This design comes from an exercise in tuning for a short achievable clock period and few clock cycles on the open sky130 flow, not from production work.
The RTL was checked by simulation tests, not by an equivalence proof against the original design.
Power is estimated from default activity; no workload was simulated.

`design.v`:
```
`timescale 1ns / 1ps
module myCPU (
    input  wire         cpu_rst,
    input  wire         cpu_clk,
    output wire [13:0]  inst_addr,
    input  wire [31:0]  inst,
    output wire [31:0]  Bus_addr,
    input  wire [31:0]  Bus_rdata,
    output wire         Bus_we,
    output wire [31:0]  Bus_wdata
);
    function [31:0] ks_add;
        input [31:0] a, b;
        input        ci;
        reg   [31:0] p, g, h;
        integer i, d;
        begin
            h = a ^ b; p = h; g = a & b;
            g[0] = g[0] | (p[0] & ci);
            for (d = 1; d < 32; d = d * 2)
                for (i = 31; i >= d; i = i - 1) begin
                    g[i] = g[i] | (p[i] & g[i-d]);
                    p[i] = p[i] & p[i-d];
                end
            ks_add = h ^ {g[30:0], ci};
        end
    endfunction
    function [13:0] ks_add14;
        input [13:0] a, b;
        reg   [13:0] p, g, h;
        integer i, d;
        begin
            h = a ^ b; p = h; g = a & b;
            for (d = 1; d < 14; d = d * 2)
                for (i = 13; i >= d; i = i - 1) begin
                    g[i] = g[i] | (p[i] & g[i-d]);
                    p[i] = p[i] & p[i-d];
                end
            ks_add14 = h ^ {g[12:0], 1'b0};
        end
    endfunction
    function ks_lt;
        input [31:0] a, b;
        reg   [31:0] x, y, p, g;
        integer i, d;
        begin
            x = a ^ 32'h80000000; y = ~(b ^ 32'h80000000);
            p = x ^ y; g = x & y;
            g[0] = g[0] | p[0];
            for (d = 1; d < 32; d = d * 2)
                for (i = 31; i >= d; i = i - 1) begin
                    g[i] = g[i] | (p[i] & g[i-d]);
                    p[i] = p[i] & p[i-d];
                end
            ks_lt = ~g[31];
        end
    endfunction
    reg  [13:0] pc;
    reg  [31:0] x_a, x_r2, x_imm, x_c;    
    reg         x_uimm;                
    reg         x_a1, x_b1, x_s1, x_sl;   
    reg         x_wen, x_ld, x_st, x_br, x_jalr;
    reg         x_kill;                
    reg  [4:0]  x_rd;
    reg  [8:0]  x_op;                  
    reg  [2:0]  x_f3;
    reg         x_pred;
    reg  [13:0] x_alt;
    reg         x_fwd;                 
    reg  [5:0]  x_bi;                  
    reg         x_dec;                 
    reg  [63:0] bht;
    reg         m_bu, m_bt;
    reg  [5:0]  m_bi;
    reg  [31:0] m_res, m_addr, m_sdata;
    reg         m_wen, m_ld, m_we;
    reg  [4:0]  m_rd;
    reg  [31:0] rf  [1:31];
    wire [31:0] rfn [1:31];
    wire [31:0] wdata;
    genvar gi;
    generate
        for (gi = 1; gi < 32; gi = gi + 1) begin : regs
            assign rfn[gi] = (m_wen && m_rd == gi) ? wdata : rf[gi];
            always @(posedge cpu_clk or posedge cpu_rst) begin
                if (cpu_rst) rf[gi] <= 32'd0;
                else         rf[gi] <= rfn[gi];
            end
        end
    endgenerate
    wire [6:0] opc = inst[6:0];
    wire [4:0] rd  = inst[11:7];
    wire [2:0] f3  = inst[14:12];
    wire [4:0] rs1 = inst[19:15];
    wire [4:0] rs2 = inst[24:20];
    wire d_r    = (opc == 7'b0110011);
    wire d_i    = (opc == 7'b0010011);
    wire d_ld   = (opc == 7'b0000011);
    wire d_st   = (opc == 7'b0100011);
    wire d_br   = (opc == 7'b1100011);
    wire d_lui  = (opc == 7'b0110111);
    wire d_jal  = (opc == 7'b1101111);
    wire d_jalr = (opc == 7'b1100111);
    wire use1 = d_r | d_i | d_ld | d_st | d_br | d_jalr;
    wire use2 = d_r | d_br;
    wire d_wen = (d_r | d_i | d_ld | d_lui | d_jal | d_jalr) & (rd != 5'd0);
    wire [31:0] imm_i = {{20{inst[31]}}, inst[31:20]};
    wire [31:0] imm_s = {{20{inst[31]}}, inst[31:25], inst[11:7]};
    wire [13:0] off_b = {{4{inst[31]}}, inst[7], inst[30:25], inst[11:9]};
    wire [13:0] off_j = {inst[15:12], inst[20], inst[30:22]};
    reg  [31:0] r1, r2;
    integer k;
    always @(*) begin
        r1 = 32'd0; r2 = 32'd0;
        for (k = 1; k < 32; k = k + 1) begin
            r1 = r1 | ({32{rs1 == k}} & rfn[k]);
            r2 = r2 | ({32{rs2 == k}} & rfn[k]);
        end
    end
    wire [14:0] pc1  = {1'b0, pc} + 15'd1;
    wire [13:0] tg_b = ks_add14(pc, off_b);
    wire [13:0] tg_j = ks_add14(pc, off_j);
    wire alu  = d_r | d_i;
    wire sh_r = (f3 == 3'b101);
    wire sub  = d_r & inst[30] & (f3 == 3'b000);
    wire [8:0] d_op;
    assign d_op[0] = (alu & (f3 == 3'b000) & ~sub) | d_ld | d_st;
    assign d_op[1] = sub;
    assign d_op[2] = alu & (f3 == 3'b111);
    assign d_op[3] = alu & (f3 == 3'b110);
    assign d_op[4] = alu & (f3 == 3'b100);
    assign d_op[5] = alu & (f3 == 3'b001);
    assign d_op[6] = alu & sh_r & ~inst[30];
    assign d_op[7] = alu & sh_r & inst[30];
    assign d_op[8] = d_lui | d_jal | d_jalr;
    wire [31:0] d_c = d_lui ? {inst[31:12], 12'd0} : {15'd0, pc1, 2'b00};
    wire xv  = ~x_kill;
    wire hx1 = xv & x_wen & (rs1 == x_rd);
    wire hx2 = xv & x_wen & (rs2 == x_rd);
    wire stall = x_ld & ((use1 & hx1) | (use2 & hx2));
    wire        ctr_z, ctr_n;          
    wire        lp1  = hx1 & x_dec & (rs2 == 5'd0);    
    wire        lp2  = hx2 & x_dec & (rs1 == 5'd0);    
    wire        lcnd = f3[2] ? (lp1 ? ctr_n : ~ctr_z & ~ctr_n) : ctr_z;
    wire        lpt  = lcnd ^ f3[0];
    wire        spt  = inst[31] | bht[pc[5:0]];
    wire        pbr  = d_br & ((lp1 | lp2) ? lpt : spt);
    wire        jp   = d_jalr & hx1 & x_op[8];
    wire [13:0] tg_r = ks_add14(x_c[15:2], imm_i[15:2]);
    wire        d_dec = d_i & (f3 == 3'b000) & (inst[31:20] == 12'hfff);
    wire [13:0] f_st = d_jal ? tg_j : (d_br & spt) ? tg_b : pc1[13:0];
    wire [13:0] f_next = stall ? pc :
                         jp ? tg_r :
                         (d_br & (lp1 | lp2)) ? (lpt ? tg_b : pc1[13:0]) :
                         f_st;
    wire        redir;
    wire [13:0] redir_pc;
    always @(posedge cpu_clk or posedge cpu_rst) begin
        if (cpu_rst) pc <= 14'd0;
        else         pc <= redir ? redir_pc : f_next;
    end
    assign inst_addr = pc;
    always @(posedge cpu_clk or posedge cpu_rst) begin
        if (cpu_rst) begin
            x_wen <= 1'b0; x_ld <= 1'b0; x_st <= 1'b0; x_br <= 1'b0; x_jalr <= 1'b0;
            x_kill <= 1'b1;
            x_rd <= 5'd0; x_op <= 9'd0; x_f3 <= 3'd0; x_pred <= 1'b0; x_alt <= 14'd0;
            x_fwd <= 1'b0; x_bi <= 6'd0; x_dec <= 1'b0;
        end else begin
            x_kill <= redir;
            x_wen  <= d_wen  & ~stall;
            x_ld   <= d_ld   & ~stall;
            x_st   <= d_st   & ~stall;
            x_br   <= d_br   & ~stall;
            x_jalr <= d_jalr & ~stall & ~jp;
            x_dec  <= d_dec;
            x_rd <= rd;
            x_op <= d_op;
            x_f3 <= f3;
            x_pred <= pbr;
            x_alt <= pbr ? pc1[13:0] : tg_b;
            x_fwd <= ~inst[31];
            x_bi <= pc[5:0];
        end
    end
    always @(posedge cpu_clk) begin
        x_a   <= r1;
        x_r2  <= r2;
        x_imm <= d_st ? imm_s : imm_i;
        x_uimm <= ~use2;
        x_c   <= d_c;
        x_a1  <= hx1;
        x_b1  <= use2 & hx2;
        x_sl  <= hx2 & x_ld;
        x_s1  <= hx2 & ~x_ld;
    end
    wire [31:0] bp = x_uimm ? x_imm : x_r2;
    wire [31:0] a  = x_a1 ? m_res : x_a;
    wire [31:0] b  = x_b1 ? m_res : bp;
    wire [31:0] s  = x_sl ? Bus_rdata : x_s1 ? m_res : x_r2;
    assign ctr_z = x_a1 ? (m_res == 32'd1) : (x_a == 32'd1);
    assign ctr_n = x_a1 ? (m_res[31] | (m_res == 32'd0)) : (x_a[31] | (x_a == 32'd0));
    wire [31:0] sum_xx = ks_add(x_a, bp, 1'b0);
    wire [31:0] sum_mx = ks_add(m_res, bp, 1'b0);
    wire [31:0] sum_xm = ks_add(x_a, m_res, 1'b0);
    wire [31:0] sum_mm = {m_res[30:0], 1'b0};
    wire [31:0] sum = x_a1 ? (x_b1 ? sum_mm : sum_mx) : (x_b1 ? sum_xm : sum_xx);
    wire [31:0] dif_xx = ks_add(x_a, ~x_r2, 1'b1);
    wire [31:0] dif_mx = ks_add(m_res, ~x_r2, 1'b1);
    wire [31:0] dif_xm = ks_add(x_a, ~m_res, 1'b1);
    wire [31:0] diff = x_a1 ? (x_b1 ? 32'd0 : dif_mx) : (x_b1 ? dif_xm : dif_xx);
    wire [31:0] sll  = a << b[4:0];
    wire [31:0] srl  = a >> b[4:0];
    wire [31:0] sra  = $signed(a) >>> b[4:0];
    wire [31:0] res = ({32{x_op[0]}} & sum)
                    | ({32{x_op[1]}} & diff)
                    | ({32{x_op[2]}} & (a & b))
                    | ({32{x_op[3]}} & (a | b))
                    | ({32{x_op[4]}} & (a ^ b))
                    | ({32{x_op[5]}} & sll)
                    | ({32{x_op[6]}} & srl)
                    | ({32{x_op[7]}} & sra)
                    | ({32{x_op[8]}} & x_c);
    wire eq_xx = (x_a == x_r2);
    wire eq_mx = (m_res == x_r2);
    wire eq_xm = (x_a == m_res);
    wire lt_xx = ks_lt(x_a, x_r2);
    wire lt_mx = ks_lt(m_res, x_r2);
    wire lt_xm = ks_lt(x_a, m_res);
    wire eq = x_a1 ? (x_b1 | eq_mx) : (x_b1 ? eq_xm : eq_xx);
    wire lt = x_a1 ? (~x_b1 & lt_mx) : (x_b1 ? lt_xm : lt_xx);
    wire taken = (x_f3[2] ? lt : eq) ^ x_f3[0];
    wire br_v = ~x_kill & x_br;
    wire jr_v = ~x_kill & x_jalr;
    assign redir    = (br_v & (taken ^ x_pred)) | jr_v;
    assign redir_pc = jr_v ? sum[15:2] : x_alt;
    always @(posedge cpu_clk or posedge cpu_rst) begin
        if (cpu_rst) begin
            m_bu <= 1'b0; m_bt <= 1'b0; m_bi <= 6'd0;
            bht <= 64'd0;
        end else begin
            m_bu <= br_v & x_fwd;
            m_bt <= taken;
            m_bi <= x_bi;
            if (m_bu) bht[m_bi] <= m_bt;
        end
    end
    always @(posedge cpu_clk or posedge cpu_rst) begin
        if (cpu_rst) begin
            m_wen <= 1'b0; m_ld <= 1'b0; m_we <= 1'b0; m_rd <= 5'd0;
        end else begin
            m_wen   <= x_wen & ~x_kill;
            m_ld    <= x_ld & ~x_kill;
            m_we    <= x_st & ~x_kill;
            m_rd    <= x_rd;
        end
    end
    always @(posedge cpu_clk) begin
        m_res   <= res;
        m_addr  <= sum;
        m_sdata <= s;
    end
    assign Bus_addr  = m_addr;
    assign Bus_wdata = m_sdata;
    assign Bus_we    = m_we;
    assign wdata = m_ld ? Bus_rdata : m_res;
endmodule
```
`flow/run.sh`:
```
#!/bin/bash
bash standard.sh SETUP_SLACK_MARGIN=7 finish > standard.log 2>&1
```
`standard.sh`:
```
#!/bin/bash
# synth_recipe.tcl (not shown) runs the flow's synth.tcl, then flattens the netlist and writes it again
# the make line also repeats each setting of config.mk as NAME=value (left out here)
make -C /OpenROAD-flow-scripts/flow DESIGN_CONFIG=/design/flow/config.mk WORK_HOME=/design/flow/orfs CLKGATE_MAP_FILE= SYNTH_SCRIPT=/design/flow/synth_recipe.tcl "${@:-finish}"
```
`config.mk`:
```
export PLATFORM = sky130hd
export DESIGN_NAME = myCPU
export DESIGN_NICKNAME = myCPU
export VERILOG_FILES = /design/flow/design.v
export SDC_FILE = /design/flow/constraint.sdc
export NUM_CORES = 4
export LEC_CHECK = 0
export CAP_MARGIN = 40
export CORE_MARGIN = 2
export CORE_UTILIZATION = 20
export PLACE_DENSITY = 0.35
export SLEW_MARGIN = 40
```
`constraint.sdc`:
```
create_clock -name core_clock -period 10.0 [get_ports {cpu_clk}]
set_input_delay 2.0000 -clock core_clock [delete_from_list [all_inputs] [get_ports {cpu_clk}]]
set_output_delay 2.0000 -clock core_clock [all_outputs]
set_load 0.01 [all_outputs]
```
==> key figures, run 1 <==
Outcome
  • Outcome: finished clean

Pwr
  • Pint: 11,900 uW
  • Clock network power share: 0.376
  • Power share of the combinational group: 0.293
  • Sw Ratio: 0.357
  • Switch Pwr: 6590 uW
  • P_leak: 0.0584 uW
  • Pwr dens: roughly 150 nW/um^2
  • Max IR drop VDD: approximately 0.13 mV
  • Register share of total power: 0.330

Routing
  • Via count: 99,200
  • Post-DRT Antenna Nets: 0
  • Final WL: 693 mm
  • Via-to-Cell Ratio: between 5 and 6
  • DRC Markers: 0
  • DR iter-0 viols: 15,400
  • DR WL/cell: 40.5 microns
  • Iteration count of the initial detailed-routing pass: 11

Global routing
  • Largest net degree at the start of global routing: 144
  • Vias in the first global route: 88,900
  • First-pass GRT wire length: approximately 870 mm
  • Total Routing Usage GR: 0.315
  • Global route overflow: 0
  • Initial antenna violation count: 100

Job
  • Max Cap Violations: 0

Clock tree
  • # clock sinks: around 1,300
  • CTS Hold Bufs: 0
  • Clock Tree Root: clkbuf_16
  • Worst-path clk slew: 60 ps
  • CTS tree: built
  • Max Buffers Root-to-Sink: 4
  • Clk Latency, worst-skew pair: 990 ps
  • TritonCTS buffer count: 181
  • Htree depth: 4

Setup path
  • CP cell instances: clkinvlp_4 -> buf_6 -> o21ai_4 -> ha_4 -> a21o_1 -> a21o_1 -> a21oi_4 -> o2111ai_4 -> nand3_2 -> nand2_1 -> xor2_1 -> mux4_2 -> nand2_2 -> nand3_4 -> or3_4
  • Worst path slowest cell: mux4_2
  • Critical Path RT: approximately 11,000 ps
  • Most frequent CP cell: a21o_1
  • CP endpoint kind: flop
  • Crit start category: flop
  • CP max stage delay: 550 ps
  • Critical-path maximum fanout: 5
  • Crit Path Class: flop to flop
  • Crit path arrival time: 4850 ps

Timing
  • Min Hold Slack: 346 ps
  • Final hold vios: 0
  • Post-Route Skew: between 100 and 150 ps
  • Period minus WS final: 4080 ps
  • Setup TNS: 0 ps
  • Worst Tran Pin Value: roughly 1000 ps
  • Slew Limit Fails: 0
  • Slew HR: 0.324
  • Fmax achieved: around 0.25 GHz
  • RSZ-0062 raised after global routing: yes
  • Endpoints failing setup: 0
  • Final period util: 0.408
  • Final worst slack: 5920 ps

Final layout
  • Ratio of cells with drive above 1 in the final layout: 0.340
  • Design Area, Final: 126,000 sq um
  • Filler instances: roughly 42,000
  • P&R area growth vs syn: 56.0%
  • Final std cells w/o fill: 17,100
  • Nets: 11,800

Floorplanning
  • Die X: 641 microns
  • Starting Density: 0.201
  • Die area: 411,000 sq um
  • Io pins: 145
  • Row cnt: 233
  • Core Region: 403,000 sq um
  • Die Ht: 641 microns

Logic synthesis
  • Synthesis warning total: 2
  • Syn avg cell area: 8.17 sq um
  • Synth area leaders: dfrtp_1, o21ai_0, dfxtp_1
  • Top-area cell type share of the netlist area: 0.349
  • Area leader, netlist: dfrtp_1
  • Post-synth EDFFs: 0
  • Cells after synthesis: 9,921
  • Syn Nets: 10,300
  • Leading cell types by count after synthesis: dfrtp_1, nand2_1, inv_1, o21ai_0, nor2_1
  • Count leader, synth: dfrtp_1
  • Post-synthesis sequential area ratio: 0.400
  • Number of synthesized register bits: 1,338
  • Yosys cell types: 106
  • Top FF cell, synth: dfrtp_1
  • Synth async-reset ratio: 0.845
  • Synthesized area: about 80,000 sq um

Placement
  • IO buf count: 144
  • Inst Count DP: 15,200
  • Pre-CTS WS: roughly 3800 ps
  • Placed Area: 91,500 sq um
  • Gpl congestion: about 0.96
  • HPWL Detailed: 383 mm

Hold path
  • Hold Path Class: flop to flop
[final timing paths]
kind / startpoint / end / slack [ps] / cells after the start
max: x_r2[7]$_DFF_P_ / m_res[21]$_DFF_P_ / 5920 / 15
min in group asynchronous: cpu_rst / rf[20][6]$_DFF_PP0_ / 1570 / 2
min: x_bi[4]$_DFF_PP0_ / m_bi[4]$_DFF_PP0_ / 350 / 0
max reg2reg: x_r2[7]$_DFF_P_ / m_res[21]$_DFF_P_ / 5920 / 15
max in group asynchronous: cpu_rst / rf[10][20]$_DFF_PP0_ / 7110 / 4
min reg2reg: x_bi[4]$_DFF_PP0_ / m_bi[4]$_DFF_PP0_ / 350 / 0
[registers in the layout (all words and copies together), names as in the netlist, 5 cells and up]
| name | flops |
|---|---|
| bht | 64 |
| x_bi | 6 |
| x_alt | 14 |
| m_bi | 6 |
| x_imm | 12 |
| rf | 992 |
| pc | 14 |
| x_a | 32 |
| x_r2 | 32 |
| m_rd | 5 |
| x_rd | 5 |
| m_addr | 32 |
| x_c | 30 |
| m_res | 32 |
| x_op | 9 |
| m_sdata | 32 |
[cells in the final DEF (no fill, tap or decap), types with 50 or more instances in the layout]
master,n
nor2_4,72
buf_6,347
o22ai_2,52
nor2_1,733
inv_1,1021
nand2_8,56
buf_16,126
dfxtp_1,110
dfxtp_2,69
nand3_1,91
nand4_1,83
xor2_1,60
nor4_2,54
ha_4,50
nand2b_1,52
ha_1,224
o21ai_2,166
a21oi_1,400
xnor2_1,155
a221oi_1,88
a21oi_2,229
nor4_1,59
o211ai_1,51
nor3_1,92
a221o_1,96
o21ai_1,132
o21ai_0,685
nand2_1,982
dfrtp_1,1112
mux2i_1,167
a21o_1,117
buf_8,76
diode_2,91
o22ai_1,579
buf_4,1043
clkbuf_16,205
buf_12,326
[kinds of logic (layout without fill, tap and decap cells)]
family	after synthesis	after routing	synth area share
DFF	1338	1338	0.400
and+or+nand+nor	2693	2707	0.147
buffers and inverters	1756	3437	0.0826
adders and majority gates	301	301	0.0473
muxes	336	336	0.0480
other	0	91	0
AOI/OAI and AO/OA	3271	3272	0.251
xor gates and xnor gates	226	226	0.0246
[cell type report]
| class | count | area (sq um) | share of cell area |
|---|---|---|---|
| sequential | 1338 | 32700 | 0.258 |
| inverter | 1072 | 4120 | 0.0325 |
| timing repair buffer | 2032 | 25200 | 0.200 |
| multi-input combinational | 6842 | 51300 | 0.406 |
| antenna | 91 | 228 | 0.00180 |
| clock buffer | 269 | 5360 | 0.0424 |
| clock inverter | 62 | 736 | 0.00582 |
| timing repair inverter | 2 | 11.3 | 0.0000890 |
| tap | 5405 | 6760 | 0.0535 |
[per-layer routing]
layer / part of all wire / track usage / vias to the layer above
met5: 0.0023 / 0.000827 / -
met4: 0.096 / 0.236 / 72
met2: 0.41 / 0.456 / 8439
met1: 0.37 / 0.374 / 49200
li1: - / - / 38500
met3: 0.13 / 0.124 / 2884
[power by group through the flow]
| stage | combinational (uW) | sequential, uW | clock [uW] |
|---|---|---|---|
| global route | 5650 | 6130 | 7220 |
| finish | 5420 | 6110 | 6960 |
| global placement | 3970 | 6250 | 0 |
| detailed placement | 3960 | 6250 | 0 |
| floorplan | 2360 | 6100 | 0 |
| CTS | 4880 | 6090 | 7030 |
[through the flow]
step                total power (uW)  utilization
finish                         18500        0.314
floorplan                       8460            -
global placement               10200        0.226
CTS                            18000        0.294
detailed placement             10200        0.227
global route                   19000        0.313
[critical path, delay by kind of cell (launching register included)]
kind | cells | cell delay (ps)
buf+inv | 2 | 380
flops | 1 | 480
compound gates | 5 | 1150
fa+ha+maj | 1 | 250
mux | 1 | 550
simple gates | 5 | 870
xor+xnor | 1 | 150
[repair_timing]
action	4_1_cts	5_1_grt
resized for setup	2955	976
buffers inserted	956	389
pin swaps	402	357
cloned	117	27
setup endpoints to repair	1351	724
Testbench counts, summed over its fixed seeds: cycles 118,465.
==> run 2: changes to the inputs <==
--- a/design.v
+++ b/design.v
@@ -118,8 +118,8 @@
         end
     end
     wire [14:0] pc1  = {1'b0, pc} + 15'd1;
-    wire [13:0] tg_b = ks_add14(pc, off_b);
-    wire [13:0] tg_j = ks_add14(pc, off_j);
+    wire [13:0] tg_b = pc + off_b;
+    wire [13:0] tg_j = pc + off_j;
     wire alu  = d_r | d_i;
     wire sh_r = (f3 == 3'b101);
     wire sub  = d_r & inst[30] & (f3 == 3'b000);
@@ -146,7 +146,7 @@
     wire        spt  = inst[31] | bht[pc[5:0]];
     wire        pbr  = d_br & ((lp1 | lp2) ? lpt : spt);
     wire        jp   = d_jalr & hx1 & x_op[8];
-    wire [13:0] tg_r = ks_add14(x_c[15:2], imm_i[15:2]);
+    wire [13:0] tg_r = x_c[15:2] + imm_i[15:2];
     wire        d_dec = d_i & (f3 == 3'b000) & (inst[31:20] == 12'hfff);
     wire [13:0] f_st = d_jal ? tg_j : (d_br & spt) ? tg_b : pc1[13:0];
     wire [13:0] f_next = stall ? pc :
@@ -200,11 +200,15 @@
     wire [31:0] s  = x_sl ? Bus_rdata : x_s1 ? m_res : x_r2;
     assign ctr_z = x_a1 ? (m_res == 32'd1) : (x_a == 32'd1);
     assign ctr_n = x_a1 ? (m_res[31] | (m_res == 32'd0)) : (x_a[31] | (x_a == 32'd0));
-    wire [31:0] sum_xx = ks_add(x_a, bp, 1'b0);
-    wire [31:0] sum_mx = ks_add(m_res, bp, 1'b0);
+    wire [31:0] agu_x = ks_add(x_a, x_imm, 1'b0);
+    wire [31:0] agu_m = ks_add(m_res, x_imm, 1'b0);
+    wire [31:0] agu = x_a1 ? agu_m : agu_x;
+    wire [31:0] sum_xx = ks_add(x_a, x_r2, 1'b0);
+    wire [31:0] sum_mx = ks_add(m_res, x_r2, 1'b0);
     wire [31:0] sum_xm = ks_add(x_a, m_res, 1'b0);
     wire [31:0] sum_mm = {m_res[30:0], 1'b0};
-    wire [31:0] sum = x_a1 ? (x_b1 ? sum_mm : sum_mx) : (x_b1 ? sum_xm : sum_xx);
+    wire [31:0] sum_r = x_a1 ? (x_b1 ? sum_mm : sum_mx) : (x_b1 ? sum_xm : sum_xx);
+    wire [31:0] sum = x_uimm ? agu : sum_r;
     wire [31:0] dif_xx = ks_add(x_a, ~x_r2, 1'b1);
     wire [31:0] dif_mx = ks_add(m_res, ~x_r2, 1'b1);
     wire [31:0] dif_xm = ks_add(x_a, ~m_res, 1'b1);
@@ -233,7 +237,7 @@
     wire br_v = ~x_kill & x_br;
     wire jr_v = ~x_kill & x_jalr;
     assign redir    = (br_v & (taken ^ x_pred)) | jr_v;
-    assign redir_pc = jr_v ? sum[15:2] : x_alt;
+    assign redir_pc = jr_v ? agu[15:2] : x_alt;
     always @(posedge cpu_clk or posedge cpu_rst) begin
         if (cpu_rst) begin
             m_bu <= 1'b0; m_bt <= 1'b0; m_bi <= 6'd0;
@@ -257,7 +261,7 @@
     end
     always @(posedge cpu_clk) begin
         m_res   <= res;
-        m_addr  <= sum;
+        m_addr  <= agu;
         m_sdata <= s;
     end
     assign Bus_addr  = m_addr;
==> flow/run.sh (replaced) <==
#!/bin/bash
bash standard.sh SETUP_SLACK_MARGIN=6.6 finish > standard.log 2>&1
--- a/config.mk
+++ b/config.mk
@@ -7,6 +7,6 @@
 export LEC_CHECK = 0
 export CAP_MARGIN = 40
 export CORE_MARGIN = 2
-export CORE_UTILIZATION = 20
-export PLACE_DENSITY = 0.35
+export CORE_UTILIZATION = 30
+export PLACE_DENSITY = 0.5
 export SLEW_MARGIN = 40
==> key figures, run 2 <==
Hold path
  • Hold Path Class: flop to flop (unchanged)
  • Hold wc startpoint: x_bi[1]$_DFF_PP0_ (was x_bi[4]$_DFF_PP0_)
  • Worst hold stages: 0 (unchanged)

Routing
  • Iteration count of the initial detailed-routing pass: 13 (was 11)
  • Post-DRT Antenna Nets: 0 (unchanged)
  • DRC Markers: 0 (unchanged)
  • DR iter-0 viols: 16,600 (was 15,400)
  • Final WL: 560 mm (was 693 mm)
  • Via-to-Cell Ratio: 6.43 (was 5.80)
  • DR WL/cell: 37.4 microns (was 40.5 microns)
  • Via count: 96,200 (was 99,200)

Logic synthesis
  • Synth area leaders: dfrtp_1, o21ai_0, ha_1 (was dfrtp_1, o21ai_0, dfxtp_1)
  • Top FF cell, synth: dfrtp_1 (unchanged)
  • Syn Nets: 10,900 (was 10,300)
  • Area leader, netlist: dfrtp_1 (unchanged)
  • Cells after synthesis: 10,400 (was 9,921)
  • Count leader, synth: inv_1 (was dfrtp_1)
  • Post-synth EDFFs: 0 (unchanged)
  • Post-synthesis sequential area ratio: 0.383 (was 0.400)
  • Synth async-reset ratio: 0.845 (unchanged)
  • Number of synthesized register bits: 1,338 (unchanged)
  • Syn avg cell area: 8.11 sq um (was 8.17 sq um)
  • Synthesized area: 84,600 sq um (was 81,100 sq um)
  • Leading cell types by count after synthesis: inv_1, dfrtp_1, nand2_1, nor2_1, o21ai_0 (was dfrtp_1, nand2_1, inv_1, o21ai_0, nor2_1)
  • Yosys cell types: 108 (was 106)
  • Synthesis warning total: 2 (unchanged)
  • Top-area cell type share of the netlist area: 0.334 (was 0.349)

Clock tree
  • Worst-path clk slew: 60 ps (about the same)
  • Max Buffers Root-to-Sink: 4 (unchanged)
  • Htree depth: 4 (unchanged)
  • # clock sinks: 1,338 (unchanged)
  • Clock Tree Root: clkbuf_16 (unchanged)
  • Clk Latency, worst-skew pair: 890 ps (was 990 ps)
  • CTS tree: built (unchanged)
  • CTS Hold Bufs: 0 (unchanged)
  • TritonCTS buffer count: 167 (was 181)

Timing
  • Slew Limit Fails: 0 (unchanged)
  • Worst Tran Pin Value: 993 ps (was 1010 ps)
  • Post-Route Skew: 87.2 ps (was 129 ps)
  • Fmax achieved: 0.258 GHz (was 0.245 GHz)
  • Final hold vios: 0 (unchanged)
  • Final period util: 0.387 (was 0.408)
  • Period minus WS final: 3870 ps (was 4080 ps)
  • RSZ-0062 raised after global routing: yes (unchanged)
  • Endpoints failing setup: 0 (unchanged)
  • Slew HR: 0.331 (was 0.324)

Final layout
  • Most flops, register: rf (unchanged)
  • Nets: 11,500 (was 11,800)
  • Leading cell types in the layout, fill and taps excluded: dfrtp_1, inv_1, nand2_1 (was dfrtp_1, buf_4, inv_1)
  • Max FFs per register: 992 (unchanged)
  • Design Area, Final: 113,000 sq um (was 126,000 sq um)
  • Most common cell after layout, fill and taps aside: dfrtp_1 (unchanged)
  • Ratio of cells with drive above 1 in the final layout: 0.234 (was 0.340)
  • Top Registers: rf: 992 flops, bht: 64 flops (unchanged)
  • Fin util: 0.402 (was 0.314)
  • P&R area growth vs syn: 33.0% (was 56.0%)

Setup path
  • Critical Path RT: 10,770 ps (about the same)
  • Worst R2R Path Depth: 16 (was 15)
  • Crit path arrival time: 4640 ps (was 4850 ps)
  • Critical-path maximum fanout: 4 (was 5)
  • CP endpoint kind: flop (unchanged)
  • Worst R2R Start: x_r2[1]$_DFF_P_ (was x_r2[7]$_DFF_P_)
  • Crit start category: flop (unchanged)
  • Worst Setup SP: x_r2[1]$_DFF_P_ (was x_r2[7]$_DFF_P_)
  • Crit Path Class: flop to flop (unchanged)

Floorplanning
  • Row cnt: 194 (was 233)
  • Starting Density: 0.302 (was 0.201)
  • Die Ht: 535 microns (was 641 microns)
  • Die X: 535 microns (was 641 microns)
  • Core Region: 280,000 sq um (was 403,000 sq um)
  • Io pins: 145 (unchanged)
  • Die area: 286,000 sq um (was 411,000 sq um)

Pwr
  • Pwr dens: 159 nW/um^2 (was 146 nW/um^2)
  • Total power: 17,900 uW (was 18,500 uW)
  • P_leak: 0.0529 uW (was 0.0584 uW)
  • Max IR drop VDD: 0.155 mV (was 0.134 mV)

Global routing
  • Vias in the first global route: 86,100 (was 88,900)
  • Global route overflow: 0 (unchanged)
  • Total Routing Usage GR: 0.357 (was 0.315)
  • Largest net degree at the start of global routing: 144 (unchanged)
  • First-pass GRT wire length: 718 mm (was 867 mm)
  • Initial antenna violation count: 55 (was 100)

Placement
  • HPWL Detailed: 346 mm (was 383 mm)
  • IO buf count: 144 (unchanged)
  • Gpl congestion: 1.05 (was 0.959)
  • Placed Area: 92,000 sq um (was 91,500 sq um)

Outcome
  • Outcome: finished clean (unchanged)

Job
  • Max Cap Violations: 0 (unchanged)
[run 2: cell types whose count changed after synthesis, sizes merged, moves of 35 or more]
cell	before	now
a21o	121	58
ha	292	354
o22ai	645	701
nor2	847	932
a21oi	668	764
buf	115	150
xnor2	164	211
o21ai	1029	935
a22o	12	50
mux2i	242	283
inv	1066	1135
[run 2: worst max-delay path, cell delays in order (launching register included)]
cell and delay, ps:
dfxtp_4 500, clkinvlp_4 200, buf_6 150, ha_4 240, nand2b_4 150, a221oi_4 330, o2111a_2 340, o21ai_4 90
a21oi_2 160, buf_6 140, a311oi_1 90, buf_4 210, o41ai_4 290, mux2_4 350, a211oi_4 260, a2111oi_4 80
o21ai_1 130
[run 2: final timing paths]
path	endpoint	slack [ps]
setup reg to reg	m_res[31]$_DFF_P_	6130
min in group asynchronous	rf[17][8]$_DFF_PP0_	1480
max in group asynchronous	rf[28][18]$_DFF_PP0_	6830
hold / removal	m_bi[1]$_DFF_PP0_	350
hold reg to reg	m_bi[1]$_DFF_PP0_	350
setup / recovery	m_res[31]$_DFF_P_	6130
[run 2: kinds of logic after synthesis]
| family | Yosys count | share of synthesized area |
|---|---|---|
| AO/OA/AOI/OAI | 3350 | 0.247 |
| AND/OR/NAND/NOR | 2853 | 0.149 |
| buffers and inverters | 1864 | 0.0846 |
| flip-flops | 1338 | 0.383 |
| multiplexers | 378 | 0.0506 |
| adder cells (fa/ha/maj) | 365 | 0.0549 |
| XOR/XNOR | 290 | 0.0302 |
[run 2: cell type report]
| cell class | count | area [sq um] |
|---|---|---|
| diodes | 74 | 185 |
| clock buffers | 225 | 4800 |
| clock inverters | 71 | 907 |
| fillers | 27900 | 167000 |
| inverters | 1137 | 4330 |
| multi-input cells | 7239 | 51400 |
| flip-flops and latches | 1338 | 32700 |
| well taps | 3724 | 4660 |
| repair buffers | 1163 | 13500 |
[run 2: stage by stage]
| step | setup TNS, ps | hold WS, ps | worst slack (ps) | std cells |
|---|---|---|---|---|
| final | 0 | 347 | 6130 | 15000 |
| after global placement | 0 | 335 | 3480 | 13900 |
| after detailed placement | 0 | 335 | 3890 | 14000 |
| after floorplan | -8602180 | 331 | -7610 | 10400 |
| after global routing | 0 | 357 | 6110 | 14900 |
| after CTS | 0 | 348 | 6290 | 14600 |
[run 2: report_power, final]
part | switching, uW | internal, uW | leakage, uW
registers | 296 | 5790 | 0.0166
logic | 3240 | 1980 | 0.0335
clock network | 2730 | 3840 | 0.00282
total | 6270 | 11600 | 0.0529
[run 2: timing repair]
| item | 4_1_cts | 5_1_grt |
|---|---|---|
| endpoints found under the setup margin | 403 | 322 |
| resized for setup | 1776 | 748 |
| cloned | 32 | 40 |
| pin swaps | 210 | 219 |
| setup buffers | 300 | 270 |
[run 2: routing by layer]
| layer | track usage | vias up | share of wire |
|---|---|---|---|
| li1 | - | 38200 | - |
| met1 | 0.439 | 46600 | 0.36 |
| met2 | 0.513 | 8466 | 0.40 |
| met3 | 0.129 | 2897 | 0.14 |
| met4 | 0.258 | 40 | 0.099 |
| met5 | 0.00600 | - | 0.0015 |
Testbench counts of run 2, summed over its fixed seeds: cycles 118,465.

==> what the ideal ports hide <==
No port has a modelled driver above. Below, the same layouts with a new extraction and two added sets of constraints. Step 1: set_driving_cell puts a clkbuf_16 on cpu_clk and a buf_2 on each other input, an assumption about the parent block. Step 2, shift: input delay + t, output delay - t, t = (earliest + latest rising clock arrival at the registers) / 2. This alone moves slack from input paths to output paths. a / b / c = no drivers / after step 1 / after step 2; a / b = the first two.
| run | shift t [ns] | setup slack, ns | cell pins on the clock port's net |
|---|---|---|---|
| run 1 | 1.046 | 5.923 / 5.923 / 5.043 | 1 |
| run 2 | 0.954 | 6.127 / 6.127 / 5.243 | 1 |
After both steps setup and hold are still met in every run listed. For run 2, which loses most, drivers alone change the setup slack by 0.000 ns; drivers and shift together by -0.884 ns.
